This design comes from an exercise in tuning for small area and a short achievable clock period on the open sky130 flow, not from production work.
Power and IR drop assume default switching activity.

==> inputs of run a <==
// DSP
module DSP(A,B,C,D,CLK,CARRYIN,OPMODE,BCIN,RSTA,RSTB,RSTM,RSTP,RSTC,RSTD,RSTCARRYIN,RSTOPMODE,
          CEA,CEB,CEM,CEP,CEC,CED,CECARRYIN,CEOPMODE,PCIN,BCOUT,PCOUT,P,M,CARRYOUT,CARRYOUTF);
export LEC_CHECK = 0
export CAP_MARGIN = 20
export CORE_MARGIN = 2
export CORE_UTILIZATION = 65
export SETUP_SLACK_MARGIN = 4.0
export SLEW_MARGIN = 20
export SYNTH_HIERARCHICAL = 1
export SYNTH_MINIMUM_KEEP_SIZE = 0
create_clock -name core_clock -period 8.0 [get_ports {CLK}]
standard.sh (not shown) runs the stock make flow with config.mk's settings and CLKGATE_MAP_FILE= SYNTH_SCRIPT=/design/flow/synth_recipe.tcl, a recipe that flattens the netlist after the stock synthesis.
==> flow/flow/run.sh <==
#!/bin/bash
# Standard layout, but the port buffers are plain buf_1 cells instead of
# the default delay buffers.
export BUFFER_PORTS_ARGS="-buffer_cell sky130_fd_sc_hd__buf_1"
bash standard.sh > standard.log 2>&1
==> inputs of run b, as changes to run a <==
Settings changed: CORE_UTILIZATION 65 to 55, SETUP_SLACK_MARGIN 4.0 to 3.7.
==> results.py <==
metrics = {
    "outcome": {
        "outcome": "complete, no violations",
    },
    "final_layout": {
        "multi_input_area_share": 0.6438,
        "nonClkBufAreaFrac": 0.09474,
        "fillers": 3501,
        "final_area_sq_mm": 0.02995,
        "register_area_sq_mm": 0.006013,
    },
    "power": {
        "cellPowerDensity_mw_per_mm2": 181.7,
        "seq_power_share": 0.308,
        "clock_power_share": 0.246,
        "clock_power_w": 0.00134,
    },
    "placed_design": {
        "place_area_sq_mm": 0.02583,
    },
    "clock_tree": {
        "cts_setup_buffers": 65,
    },
    "timing": {
        "tightest_slew_ps": 1079,
    },
    "critical_path": {
        "r2r-end": "CYO_r",
        "path_delay_family": "buffers and inverters",
        "crit_path_cell_trace": "clkbuf_16 > or2_4 > nor2_4 > nor2_4 > nand2_2 > o21ai_4 > a21oi_2 > o21ai_2 > a21oi_2 > xnor2_2 > buf_4 > inv_2 > buf_2",
    },
    "floorplanning": {
        "start_util": 0.5558,
    },
}
the above is filed under run b

==> results.py <==
metrics = {
    "outcome": {
        "outcome": "complete, no violations",
    },
    "timing": {
        "post-route-period-util": 0.5969,
        "tightest_slew_ps": 1137,
    },
    "power": {
        "seq_power_share": 0.284,
        "clock_power_share": 0.233,
    },
    "critical_path": {
        "path_delay_family": "simple AND/OR/NAND/NOR gates",
        "crit_path_cell_trace": "buf_12 > buf_16 > or2_4 > nor2_4 > nor2_4 > nand2_1 > nor2_1 > a21oi_2 > o21ai_2 > a21oi_2 > xor2_2 > buf_2",
        "cp.arrival_ps": 3180,
        "r2r-end": "P_r[34]",
    },
    "final_layout": {
        "register_area_sq_mm": 0.006063,
        "nonClkBufAreaFrac": 0.1304,
        "fillers": 1861,
        "clkCellAreaFrac": 0.03026,
    },
    "global_route": {
        "grt_pass1_vias": 22760,
    },
    "clock_tree": {
        "cts_hold_buf": 0,
        "cts_setup_buffers": 140,
    },
    "floorplanning": {
        "well_tap_count": 511,
    },
    "placed_design": {
        "place_area_sq_mm": 0.02565,
    },
}
the above is filed under run a

No functional check of the RTL was part of any run of this note.

* * *

==> inputs of v38 <==
Another version of the RTL of DSP (not shown whole).
clock: 8.0 ns
lec_check: 0
cap_margin: 20
core_margin: 2
core_utilization: 55
setup_slack_margin: 4.0
slew_margin: 20
synth_hierarchical: 1
synth_minimum_keep_size: 0
==> flow/flow/run.sh <==
#!/bin/bash
# Standard layout with two changes: the port buffers are plain buf_1 cells
# instead of the default delay buffers, and ABC maps for a lighter load, so
# that it picks the smaller cell sizes and leaves sizing to the resizer.
export BUFFER_PORTS_ARGS="-buffer_cell sky130_fd_sc_hd__buf_1"
bash standard.sh ABC_LOAD_IN_FF=1 finish > standard.log 2>&1
==> v13 (differences from v38) <==
--- a/flow/design.v
+++ b/flow/design.v
@@ -9,12 +9,11 @@
     output [17:0] BCOUT;
     output [35:0] M;
     output [47:0] P,PCOUT;
     reg [17:0] D_r, A_r, B_r;
     reg [47:0] C_r, P_r;
-    reg [7:4]  OP_r;
-    reg [2:0]  XS_r, ZS_r;
+    reg [7:0]  OP_r;
     reg        CYI_r, CYO_r;
     reg        A_z, C_z, M_z;    
     reg [34:0] MS_r;    
     reg [26:0] MC_r;    
     wire [17:0] Dx = D_r ^ {18{OP_r[6]}};
@@ -2021,15 +2020,28 @@
     assign ma_s_24 = ma_p_25 ^ ma_g5_24;
     assign ma_s_25 = ma_p_26 ^ ma_g5_25;
     assign ma_s_26 = ma_p_27 ^ ma_g5_26;
     assign ma_s_27 = ma_p_28 ^ ma_g5_27;
     wire [35:0] msum = {ma_s_27, ma_s_26, ma_s_25, ma_s_24, ma_s_23, ma_s_22, ma_s_21, ma_s_20, ma_s_19, ma_s_18, ma_s_17, ma_s_16, ma_s_15, ma_s_14, ma_s_13, ma_s_12, ma_s_11, ma_s_10, ma_s_9, ma_s_8, ma_s_7, ma_s_6, ma_s_5, ma_s_4, ma_s_3, ma_s_2, ma_s_1, ma_s_0, MS_r[7], MS_r[6], MS_r[5], MS_r[4], MS_r[3], MS_r[2], MS_r[1], MS_r[0]};
-    assign mprod = ~msum;
+    wire [35:0] mraw = ~msum;
+    assign mprod = mraw & {36{~M_z}};
     assign M = mprod;
-    wire [47:0] X = ({48{XS_r[0]}} & {{12{mprod[35]}}, mprod}) | ({48{XS_r[1]}} & P_r) |
-                    ({48{XS_r[2]}} & {D_r[11:0], (A_r & {18{~A_z}}), B_r});
-    wire [47:0] Z = ({48{ZS_r[0]}} & PCIN) | ({48{ZS_r[1]}} & P_r) | ({48{ZS_r[2]}} & (C_r & {48{~C_z}}));
+    reg [47:0] X, Z;
+    always @(*) begin
+        case (OP_r[1:0])
+        2'd0: X = 48'd0;
+        2'd1: X = M_z ? 48'd0 : {{12{mraw[35]}}, mraw};
+        2'd2: X = P_r;
+        default: X = {D_r[11:0], (A_r & {18{~A_z}}), B_r};
+        endcase
+        case (OP_r[3:2])
+        2'd0: Z = 48'd0;
+        2'd1: Z = PCIN;
+        2'd2: Z = P_r;
+        default: Z = (C_r & {48{~C_z}});
+        endcase
+    end
     wire sub = OP_r[7];
     wire [47:0] Zs = Z ^ {48{sub}};
     wire pp_gn0_0;
     wire pp_gn0_1;
     wire pp_tn0_1;
@@ -2843,21 +2855,16 @@
     wire cout = pp_g7_48;
     always @(posedge CLK) begin
         if (RSTD) D_r <= 18'd0; else if (CED) D_r <= D;
         if (RSTC) C_z <= 1'b1; else if (CEC) C_z <= 1'b0;
         if (CEC) C_r <= C;
-        if (RSTOPMODE) begin OP_r <= 4'd0; XS_r <= 3'd0; ZS_r <= 3'd0; end
-        else if (CEOPMODE) begin
-            OP_r <= OPMODE[7:4];
-            XS_r <= {OPMODE[1:0] == 2'd3, OPMODE[1:0] == 2'd2, OPMODE[1:0] == 2'd1};
-            ZS_r <= {OPMODE[3:2] == 2'd3, OPMODE[3:2] == 2'd2, OPMODE[3:2] == 2'd1};
-        end
+        if (RSTOPMODE) OP_r <= 8'd0; else if (CEOPMODE) OP_r <= OPMODE;
         if (RSTA) A_z <= 1'b1; else if (CEA) A_z <= 1'b0;
         if (CEA) A_r <= A;
         if (RSTB) B_r <= 18'd0; else if (CEB) B_r <= B_n;
-        if (RSTM | (CEM & A_z)) begin MS_r <= {35{1'b1}}; MC_r <= {27{1'b1}}; end
-        else if (CEM) begin MS_r <= row0; MC_r <= row1; end
+        if (RSTM | (CEM & A_z)) M_z <= 1'b1; else if (CEM) M_z <= 1'b0;
+        if (CEM) begin MS_r <= row0; MC_r <= row1; end
         if (RSTCARRYIN) begin CYI_r <= 1'b0; CYO_r <= 1'b0; end
         else if (CECARRYIN) begin CYI_r <= OP_r[5]; CYO_r <= cout; end
         if (RSTP) P_r <= 48'd0; else if (CEP) P_r <= psum;
     end
     assign P = P_r;
--- a/flow/config.mk
+++ b/flow/config.mk
@@ -6,9 +6,9 @@
 export NUM_CORES = 4
 export LEC_CHECK = 0
 export CAP_MARGIN = 20
 export CORE_MARGIN = 2
 export CORE_UTILIZATION = 55
-export SETUP_SLACK_MARGIN = 4.0
+export SETUP_SLACK_MARGIN = 4.2
 export SLEW_MARGIN = 20
 export SYNTH_HIERARCHICAL = 1
 export SYNTH_MINIMUM_KEEP_SIZE = 0
==> comparison <==
- Of v38 and v13, v13 has the higher combinational power (gap about 33%, measured against v13).
- Worst setup slack: v38 is higher than v13 (170 ps).
- In v38 the sequential share of layout area is lower than in v13, by 1.6 points.
- In v38 the utilization is lower than in v13, by 1.4 points.
- Against v13, the synthesized cell count of v38 is larger by about 5%.
==> figures <==
| item | v38 | v13 |
|---|---|---|
| Run status | finished clean | finished clean |
| Non-Filler Cell Area, Final | 27380 um^2 | 27840 um^2 |
| Number of standard cells after synthesis | 2819 | 2690 |
| Resized cells post-CTS | 99 | 196 |
| Power share of the sequential group | 27.8% | 25.0% |
| Launch point of the critical path | MS_r[12] | MS_r[9] |
| Clock power share | 26.3% | 21.3% |
| Post-layout nets | 3483 | 3388 |
| Post-synthesis area per instance | 8.256 um^2 | 8.582 um^2 |
| Worst Setup Slack, final | 4009 ps | 3842 ps |
| Skew-Pair Late Insertion Delay | 620 ps | 600 ps |
Function was not checked in any run of this note: the RTL went through the layout flow alone.

* * *

==> 08-19 <==
Another version of the RTL of DSP (not shown whole).
Settings: LEC_CHECK=0, CAP_MARGIN=20, CORE_MARGIN=2, CORE_UTILIZATION=40, SLEW_MARGIN=20, SYNTH_HIERARCHICAL=1, SYNTH_MINIMUM_KEEP_SIZE=0; clock period 8.0 ns.
run.sh (not shown) runs the stock make flow with config.mk's settings and CLKGATE_MAP_FILE= SYNTH_SCRIPT=/design/flow/synth_recipe.tcl, a recipe that flattens the netlist after the stock synthesis.
Stock flow here: none of the scripts above is used.
==> inputs of 03-15, as changes to 08-19 <==
--- a/flow/config.mk
+++ b/flow/config.mk
@@ -9,3 +9,4 @@
 export CORE_MARGIN = 2
-export CORE_UTILIZATION = 40
+export CORE_UTILIZATION = 55
+export SETUP_SLACK_MARGIN = 3.5
 export SLEW_MARGIN = 20
==> comparison <==
Of 08-19 and 03-15, 03-15 has the higher via count (gap 3.9%, measured against 03-15). Of 08-19 and 03-15, 03-15 has the higher first-iteration DRC count (gap 16%, measured against 03-15). Between 08-19 and 03-15, the lower fmax is in 08-19 (gap 11%, measured against 03-15). Against 08-19, the global-route usage of 03-15 is higher by 8.8 points. In 08-19 the non-clock buffer count is lower than in 03-15, by 95. In 08-19 the final cell count is higher than in 03-15, by about 4%. In sequential cell count, 03-15 and 08-19 do not differ.
No functional check of the RTL was part of any run of this note.

[static timing again, ports no longer ideal]
In the flow no input, the clock included, has a driving cell. The finished layouts below were timed again as built, in two steps. Step 1, drivers: a clkbuf_16 drives CLK and a buf_2 each remaining input, both assumed. Step 2, shift: input delay + t, output delay - t, t = (earliest + latest rising clock arrival at the registers) / 2. This alone moves slack from input paths to output paths. Slacks: no drivers / after step 1 / after step 2; pairs: no drivers / after step 1.
| run | shift t [ns] | setup WS [ns] | worst setup path at the end | worst slew at a driven data input, ns | pins driven straight from the clock port |
|---|---|---|---|---|---|
| run a | 0.653 | 3.225 / 3.167 / 3.254 | register to register | 0.09 | 1 |
| run b | 0.629 | 3.276 / 3.215 / 3.392 | register to register | 0.09 | 1 |
| v38 | 0.665 | 4.009 / 3.948 / 3.520 | input to register | 0.10 | 1 |
| v13 | 0.641 | 3.842 / 3.782 / 3.688 | input to register | 0.08 | 1 |
| 08-19 | 0.655 | 1.542 / 1.542 / 1.542 | register to register | 0.11 | 1 |
| 03-15 | 0.624 | 2.250 / 2.250 / 2.250 | register to register | 0.08 | 1 |
After both steps every run listed still meets setup and hold. The setup slack of v38, which loses most, moves by -0.061 ns with the drivers and by -0.489 ns with both steps.
